From an optimization exercise on the open Yosys and OpenROAD flow, aimed at small area; shortcuts taken in it are not production practice.
The RTL was checked by simulation tests, not by an equivalence proof against the original design.

## dctqtop
module dctqtop(
 clk,
 reset_n,
 start,
 di,
 din_valid,
 wa,
 be,
 hold,
 ready,
 dctq,
 dctq_valid,
 addr
 ) ;
 input clk ;
 input reset_n ;
 input start ;
 input din_valid ;
 input hold ;
 input [63:0] di ;
 input [2:0] wa ;
 input [7:0] be ;
 output ready ;
 output [8:0] dctq ;
 output dctq_valid ;
 output [5:0] addr ;
 wire rnw ;
 wire encnt2 ;
 wire [5:0] cnt1_reg ;
 wire [2:0] cnt2_reg ;
 wire [2:0] cnt3_reg ;
 wire [5:0] cnt4_reg ;
 wire [63:0] col ;
 wire [15:0] rsel ;
 wire [39:0] u1 ;
 wire [2:0] ms1 ;
 wire [10:0] din_next ;
 wire [10:0] qr0, qr1, qr2, qr3, qr4, qr5, qr6, qr7 ;
 wire [47:0] u2 ;
 wire [2:0] ms2 ;
 wire [11:0] dct_next ;
 wire [8:0] dctq_next ;
 reg [39:0] u1_reg ;           
 reg [2:0] ms1_reg ;           
 reg [2:0] k1_reg ;            
 reg [14*11-1:0] din_pipe ;    
 reg [2:0] cnt3_d1, cnt3_d2 ;  
 reg [47:0] u2_reg ;           
 reg [2:0] ms2_reg ;           
 reg [2:0] k2_reg ;            
 reg [12*12-1:0] dct_pipe ;    
 reg [9*9-1:0] dctq_pipe ;     
 dualram dualram1 ( .clk(clk), .rnw(rnw), .be(be), .sel(rsel),
  .wa(wa), .di(di), .din_valid(din_valid), .dout(col) ) ;
 adder12s first_a ( .x(col), .k(cnt1_reg[5:3]), .u(u1), .msum(ms1) ) ;
 always @ (posedge clk)
 begin
  u1_reg <= u1 ;
  ms1_reg <= ms1 ;
  k1_reg <= cnt1_reg[5:3] ;
 end
 mult8ux8s first_b ( .u(u1_reg), .msum(ms1_reg), .k(k1_reg), .din(din_next) ) ;
 always @ (posedge clk)
  din_pipe <= {din_pipe[13*11-1:0], din_next} ;
 dctreg2x8xn #(11) dctreg1 ( .clk(clk), .din(din_pipe[14*11-1 -: 11]),
  .wa(cnt2_reg), .enreg(encnt2),
  .qr0(qr0), .qr1(qr1), .qr2(qr2), .qr3(qr3),
  ...
export LEC_CHECK = 0
export CAP_MARGIN = 20
export CORE_MARGIN = 2
export CORE_UTILIZATION = 65
export CTS_CLUSTER_DIAMETER = 80
export CTS_CLUSTER_SIZE = 30
export SLEW_MARGIN = 20
create_clock -name core_clock -period 8.0 [get_ports {clk}]
run.sh (not shown) runs the stock make flow with config.mk's settings and CLKGATE_MAP_FILE= SYNTH_SCRIPT=/design/flow/synth_recipe.tcl, a recipe that flattens the netlist after the stock synthesis.
Change:
GPL_TIMING_DRIVEN = 0   (was default)
What happened: Now the flow reached the layout checks and failed them: setup timing; worst setup slack is worse by 0.30 ns.


Another version of the RTL of dctqtop (not shown whole).
Size in the first run: roughly 1700 flip-flops, ~97 I/O pins, ~82000 um^2 of cells after synthesis.
==> flow/config.mk <==
export PLATFORM = sky130hd
export DESIGN_NAME = dctqtop
export DESIGN_NICKNAME = dctqtop
export VERILOG_FILES = /design/flow/design.v
export SDC_FILE = /design/flow/constraint.sdc
export NUM_CORES = 4
export LEC_CHECK = 0
export ABC_AREA = 1
export CAP_MARGIN = 20
export CORE_MARGIN = 2
export CORE_UTILIZATION = 65
export CTS_CLUSTER_DIAMETER = 80
export CTS_CLUSTER_SIZE = 30
export SLEW_MARGIN = 20
==> flow/constraint.sdc <==
create_clock -name core_clock -period 8.0 [get_ports {clk}]
set_input_delay 1.6000 -clock core_clock [delete_from_list [all_inputs] [get_ports {clk}]]
set_output_delay 1.6000 -clock core_clock [all_outputs]
set_load 0.01 [all_outputs]
The first run finished with timing, DRC and antenna clean.
==> next run, changes <==
CORE_UTILIZATION = 72   (was 65)
PLACE_DENSITY = 0.8   (was not set)
Hold slack is about the same; setup slack degrades by 75 ps; clock skew went down by 14 ps; first-iteration DRC count is higher by 18%; count of clock-buffer cells in the layout came out higher by 10; global-route usage is higher by 4.8 points; routed wire length grows by 1.7%.
==> next run, changes <==
GPL_ROUTABILITY_DRIVEN = 0   (was not set)
PLACE_DENSITY = not set   (was 0.8)
What happened: The changed run completed without violations; sequential cell count does not change; final area decreases by 0.43%; critical path depth fell by 1; hold slack got worse by 17 ps.

## afterwards: timing with drivers on the ports
Ports are ideal in the flow. The routed layouts listed here were re-timed in OpenROAD. Step 1 assumes that a clkbuf_16 drives the clock port and a buf_2 every other input. Step 2 adds t to the input delays and takes it off the output delays; t is the mean of the earliest and latest rising clock arrival at the registers after step 1. Input paths then give back, and output paths get back, about the clock's delay inside the block. Slacks: no drivers / after step 1 / after step 2; pairs: no drivers / after step 1.
| run | shift t [ns] | slack for setup (ns) | pins driven straight from the clock port |
|---|---|---|---|
| the first run of note 1 | 0.798 | 0.168 / 0.168 / 0.168 | 1 |
| the second run of note 1 | 0.829 | -0.130 / -0.130 / -0.130 | 1 |
| the first run of note 2 | 0.808 | 0.399 / 0.399 / 0.399 | 1 |
| the second run of note 2 | 0.785 | 0.324 / 0.324 / 0.324 | 1 |
| the third run of note 2 | 0.756 | 0.374 / 0.374 / 0.374 | 1 |
